Context: an optimization exercise on an open-source flow, tuned for small area. The choices shown serve that exercise and are no tape-out recipe.
In this exercise RTL edits were held to simulation tests only and were not proved equivalent to the original.
No activity file was given, so power comes from the tool's default toggle rates.

## run 1
// clock_project_top
module clock_project_top (
        input CLK100MHZ,
        input por_n,
        input btn_rst, btn_set, btn_alm, btn_ent, btn_ret, btn_bstep,
        input [5:0] SW,
        input  rx,
        output tx,
        output reg [7:0] a_to_g,
        output reg [7:0] an,
        output reg [5:0] LED,
        output [2:0] I_RGB_LED, II_RGB_LED
    );
    parameter SEC_HI     = 299;
    parameter SCAN_W     = 10;
    parameter BLINK_BIT  = 18;
    parameter [11:0] DELTA_TERM = 12'h1c1;
    parameter [17:0] RBLK_TERM  = 18'h28ee7;
    localparam SEC_W   = SCAN_W + 9;
    localparam [SEC_W-1:0] SEC_LAST = ((SEC_HI + 1) << SCAN_W) - 1;
    wire clk = CLK100MHZ;
    wire por = ~por_n;
    reg [2:0] db_set, db_alm, db_ent, db_ret, db_bst;
    always @(posedge clk)
        if (por) begin
            db_set <= 3'b0;
            db_alm <= 3'b0;
            db_ent <= 3'b0;
            db_ret <= 3'b0;
            db_bst <= 3'b0;
        end else begin
            db_set <= {db_set[1:0], btn_set};
            db_alm <= {db_alm[1:0], btn_alm};
            db_ent <= {db_ent[1:0], btn_ent};
            db_ret <= {db_ret[1:0], btn_ret};
            db_bst <= {db_bst[1:0], btn_bstep};
        end
    wire set_p = db_set[0] & db_set[1] & ~db_set[2];
    wire alm_p = db_alm[0] & db_alm[1] & ~db_alm[2];
    wire ent_p = db_ent[0] & db_ent[1] & ~db_ent[2];
    wire ret_p = db_ret[0] & db_ret[1] & ~db_ret[2];
    wire bst_p = db_bst[0] & db_bst[1] & ~db_bst[2];
    reg [BLINK_BIT:0] fcnt;
    always @(posedge clk)
        if (por)
            fcnt <= 0;
        else
            fcnt <= fcnt + 1'b1;
    wire       blink   = fcnt[BLINK_BIT];
    wire [7:0] window  = fcnt[7:0];
    wire       os_tick = ~fcnt[0];
    reg [1:0] mode;
    wire m_set = mode[0];
    wire m_alm = mode[1];
    wire m_clk = ~(mode[0] | mode[1]);
    wire rst_time = m_clk & ~btn_rst;
    wire rst_set  = m_set & ~btn_rst;
    wire rst_alm  = m_alm & ~btn_rst;
    wire ent_set  = m_set & ent_p;
    wire bst_set  = m_set & bst_p;
    wire ent_alm  = m_alm & ent_p;
    wire bst_alm  = m_alm & bst_p;
    reg done, done_prev, load_set;
    reg alm_done;
    wire set_done_pulse = done & ~done_prev;
  ...
clock: 20.0 ns
lec_check: 0
cap_margin: 10
core_margin: 2
core_utilization: 65
place_density: 0.72
slew_margin: 10
standard.sh (not shown) runs the stock make flow with config.mk's settings and CLKGATE_MAP_FILE= SYNTH_SCRIPT=/design/flow/synth_recipe.tcl, a recipe that flattens the netlist after the stock synthesis.
==> flow/flow/run.sh <==
#!/bin/bash
# Own layout flow: the standard flow (standard.sh), except
#  - synthesis maps the logic with an area-oriented ABC script
#    (flow/abc_area.script: deepsyn, two rounds of &dch/&nf area mapping,
#    then don't-care based area recovery with mfs3) and leaves adders to
#    ABC instead of the half/full-adder cell map; registers are made
#    exactly as in the standard synthesis. Should ABC fail on that
#    script, synthesis is rerun with flow/abc_area_safe.script (the same
#    without mfs3);
#  - port buffers use the smallest buffer cell;
#  - clock tree: larger sink clusters, no dummy loads.
# Each step's full output goes to a log file in this folder (and ORFS's
# own per-step logs under orfs/logs/).
set -euo pipefail
W=$(pwd)

# ORFS scripts folder with the ABC script replaced
mkdir -p "$W/scripts_area"
for f in "$FLOW_HOME"/scripts/*; do
    ln -sf "$f" "$W/scripts_area/"
done
use_abc_script() {
    rm -f "$W/scripts_area/abc_area.script" "$W/scripts_area/abc_speed.script"
    cp "$1" "$W/scripts_area/abc_area.script"
    cp "$1" "$W/scripts_area/abc_speed.script"
}

# synthesis
use_abc_script "$W/flow/abc_area.script"
if ! bash standard.sh SCRIPTS_DIR="$W/scripts_area" ADDER_MAP_FILE= synth > "$W/synth.log" 2>&1; then
    use_abc_script "$W/flow/abc_area_safe.script"
    bash standard.sh SCRIPTS_DIR="$W/scripts_area" ADDER_MAP_FILE= synth > "$W/synth_safe.log" 2>&1
fi

# floorplan to final layout, standard scripts
export BUFFER_PORTS_ARGS="-buffer_cell sky130_fd_sc_hd__buf_1"
export CTS_ARGS="-sink_clustering_enable -repair_clock_nets -dont_use_dummy_load -sink_clustering_size 27 -sink_clustering_max_diameter 90"
bash standard.sh finish > "$W/layout.log" 2>&1
==> flow/flow/abc_area.script <==
strash
&get -n
&fraig -x
&put
scorr
dc2
dretime
strash
&get -n
&deepsyn -T 120
&put
&get -n
&dch -f
&nf -R 1000
&put
strash
&get -n
&dch -f
&nf -R 1000
&put
mfs3 -a -H 6 -R 2
==> flow/flow/abc_area_safe.script <==
strash
&get -n
&fraig -x
&put
scorr
dc2
dretime
strash
&get -n
&deepsyn -T 120
&put
&get -n
&dch -f
&nf -R 1000
&put
strash
&get -n
&dch -f
&nf -R 1000
&put
[inputs] run 2 vs run 1
diff --git a/flow/flow/run.sh b/flow/flow/run.sh
--- a/flow/flow/run.sh
+++ b/flow/flow/run.sh
@@ -3,8 +3,8 @@
 #  - synthesis maps the logic with an area-oriented ABC script
-#    (flow/abc_area.script: deepsyn, two rounds of &dch/&nf area mapping,
+#    (flow/abc_area.script: deepsyn for 4 minutes, two rounds of &dch/&nf area mapping,
 #    then don't-care based area recovery with mfs3) and leaves adders to
 #    ABC instead of the half/full-adder cell map; registers are made
-#    exactly as in the standard synthesis. Should ABC fail on that
-#    script, synthesis is rerun with flow/abc_area_safe.script (the same
-#    without mfs3);
+#    exactly as in the standard synthesis. mfs3 can abort ABC, so should
+#    that happen synthesis is rerun with flow/abc_area_mfs.script (plain
+#    mfs3 -a) and then with flow/abc_area_safe.script (no mfs3);
 #  - port buffers use the smallest buffer cell;
@@ -26,9 +26,9 @@
 }
+synth_with() {
+    use_abc_script "$W/flow/$1.script"
+    bash standard.sh SCRIPTS_DIR="$W/scripts_area" ADDER_MAP_FILE= synth > "$W/synth_$1.log" 2>&1
+}
 
 # synthesis
-use_abc_script "$W/flow/abc_area.script"
-if ! bash standard.sh SCRIPTS_DIR="$W/scripts_area" ADDER_MAP_FILE= synth > "$W/synth.log" 2>&1; then
-    use_abc_script "$W/flow/abc_area_safe.script"
-    bash standard.sh SCRIPTS_DIR="$W/scripts_area" ADDER_MAP_FILE= synth > "$W/synth_safe.log" 2>&1
-fi
+synth_with abc_area || synth_with abc_area_mfs || synth_with abc_area_safe
 
diff --git a/flow/flow/abc_area.script b/flow/flow/abc_area.script
--- a/flow/flow/abc_area.script
+++ b/flow/flow/abc_area.script
@@ -9,3 +9,3 @@
 &get -n
-&deepsyn -T 120
+&deepsyn -T 240
 &put
==> flow/flow/abc_area_mfs.script (new file) <==
strash
&get -n
&fraig -x
&put
scorr
dc2
dretime
strash
&get -n
&deepsyn -T 240
&put
&get -n
&dch -f
&nf -R 1000
&put
strash
&get -n
&dch -f
&nf -R 1000
&put
mfs3 -a
==> flow/flow/abc_area_safe.script <==
strash
&get -n
&fraig -x
&put
scorr
dc2
dretime
strash
&get -n
&deepsyn -T 240
&put
&get -n
&dch -f
&nf -R 1000
&put
strash
&get -n
&dch -f
&nf -R 1000
&put
--- outcome ---
- The clock network area share was comparable across run 1 and run 2.
- In the flow results for run 1 and run 2, the cell depth of the worst flop-to-flop path is larger on run 1.
- Combinational share of power ends up higher on run 2.
The following lists how run 3 was set up differently from run 2:
Settings: CORE_UTILIZATION now 40, was 65; PLACE_DENSITY no longer set, was 0.72.
==> flow/flow/run.sh <==
#!/bin/bash
# Own layout flow: the standard flow (standard.sh), except
#  - synthesis maps the logic with an area-oriented ABC script
#    (flow/abc_area.script) and leaves adders to ABC instead of the
#    half/full-adder cell map; registers are made exactly as in the
#    standard synthesis;
#  - port buffers use the smallest buffer cell;
#  - clock tree: larger sink clusters, no dummy loads.
# Each step's full output goes to a log file in this folder (and ORFS's
# own per-step logs under orfs/logs/).
set -euo pipefail
W=$(pwd)

# ORFS scripts folder with the ABC script replaced
mkdir -p "$W/scripts_area"
for f in "$FLOW_HOME"/scripts/*; do
    ln -sf "$f" "$W/scripts_area/"
done
rm -f "$W/scripts_area/abc_area.script" "$W/scripts_area/abc_speed.script"
cp "$W/flow/abc_area.script" "$W/scripts_area/abc_area.script"
cp "$W/flow/abc_area.script" "$W/scripts_area/abc_speed.script"

# synthesis
bash standard.sh SCRIPTS_DIR="$W/scripts_area" ADDER_MAP_FILE= synth > "$W/synth.log" 2>&1

# floorplan to final layout, standard scripts
export BUFFER_PORTS_ARGS="-buffer_cell sky130_fd_sc_hd__buf_1"
export CTS_ARGS="-sink_clustering_enable -repair_clock_nets -dont_use_dummy_load -sink_clustering_size 16 -sink_clustering_max_diameter 70 -buf_list sky130_fd_sc_hd__clkbuf_8"
bash standard.sh finish > "$W/layout.log" 2>&1
==> flow/flow/abc_area.script <==
strash
&get -n
&fraig -x
&put
scorr
dc2
dretime
strash
&get -n
&deepsyn -T 120
&put
&get -n
&dch -f
&nf -R 1000
&put
strash
&get -n
&dch -f
&nf -R 1000
&put
removed: flow/flow/abc_area_mfs.script
removed: flow/flow/abc_area_safe.script
==> summary.txt <==
Run 3 reports a lower largest vdd supply drop than run 2 does. Relative to run 2, the cell count after placement of run 3 is higher by about 10%. Compared with run 2, run 3 shows a higher length of routed met2 wiring. Run 3 ends up with lower overall global routing resource usage than run 2 does. Area after synthesis: run 2 and run 3 compared, higher one is run 3. Total power divided by cell area of run 3 falls short of that of run 2 by a few percent. Compared with run 2, run 3 is the less power-hungry design. Going from run 2 to run 3, the initial core utilization was found to have gone down by 26 points. Fraction of power consumed by the clock network sits lower in run 3 than in run 2. Length of routed wiring on met1 (higher): run 3. Delay of the slowest cell on the worst path in run 3 is 90 ps above run 2.
--- input diff run 3..run 4 ---
Settings: SLEW_MARGIN now 20, was 10; CAP_MARGIN now 20, was 10.
diff --git a/flow/flow/run.sh b/flow/flow/run.sh
--- a/flow/flow/run.sh
+++ b/flow/flow/run.sh
@@ -27,3 +27,3 @@
 export BUFFER_PORTS_ARGS="-buffer_cell sky130_fd_sc_hd__buf_1"
-export CTS_ARGS="-sink_clustering_enable -repair_clock_nets -dont_use_dummy_load -sink_clustering_size 16 -sink_clustering_max_diameter 70 -buf_list sky130_fd_sc_hd__clkbuf_8"
+export CTS_ARGS="-sink_clustering_enable -repair_clock_nets -dont_use_dummy_load -sink_clustering_size 25 -sink_clustering_max_diameter 100"
 bash standard.sh finish > "$W/layout.log" 2>&1
[summary]
End point of the critical path = a_to_g[3]: run 4; end point of the critical path = a_to_g[4]: run 3. Compared with run 3, in run 4 total die area lost about 0.8%; leakage power total went up by 0.78%; via count fell about 0.7%; wire length dropped 690 um. Relative to run 3, the final design area excluding fillers measured on run 4 has decreased slightly. Flop and latch count out of synthesis: run 3 vs run 4 identical. Run 3 and run 4 ended up with roughly the same routed via count divided by cell count. Against run 3, run 4 comes in about 5.5% higher on first-iteration DRC count. Sequential cell area share (run 4 over run 3): increase, 0.16 points.

## port drivers added, routing unchanged
The results above use ideal ports. As a check the final layouts listed here were re-extracted and re-timed, cells and wires unchanged. Step 1 sets driving cells, clkbuf_16 on the clock port and buf_2 on the other inputs (assumed; they add their load-dependent delay and slew). Step 2 moves the port delays by t, midway between the first and last clock arrival at a register: inputs arrive t later, outputs are due t later. That takes back most of the time a late clock gives input paths. a / b / c = no drivers / after step 1 / after step 2; a / b = the first two.
run | shift t [ns] | setup slack, ns | hold WS [ns] | latest minus earliest clock arrival (ns)
run 1 | 0.524 | 8.292 / 8.246 / 8.246 | 0.411 / 0.411 / 0.411 | 0.034 / 0.034
run 2 | 0.528 | 8.361 / 8.338 / 8.338 | 0.428 / 0.428 / 0.428 | 0.050 / 0.050
run 3 | 0.590 | 8.048 / 8.022 / 8.022 | 0.429 / 0.429 / 0.429 | 0.062 / 0.061
run 4 | 0.541 | 8.213 / 8.188 / 8.188 | 0.417 / 0.417 / 0.417 | 0.042 / 0.042
After both steps setup and hold are still met in every run listed. For run 1, which loses most, drivers alone change the setup slack by -0.046 ns; drivers and shift together by -0.046 ns.
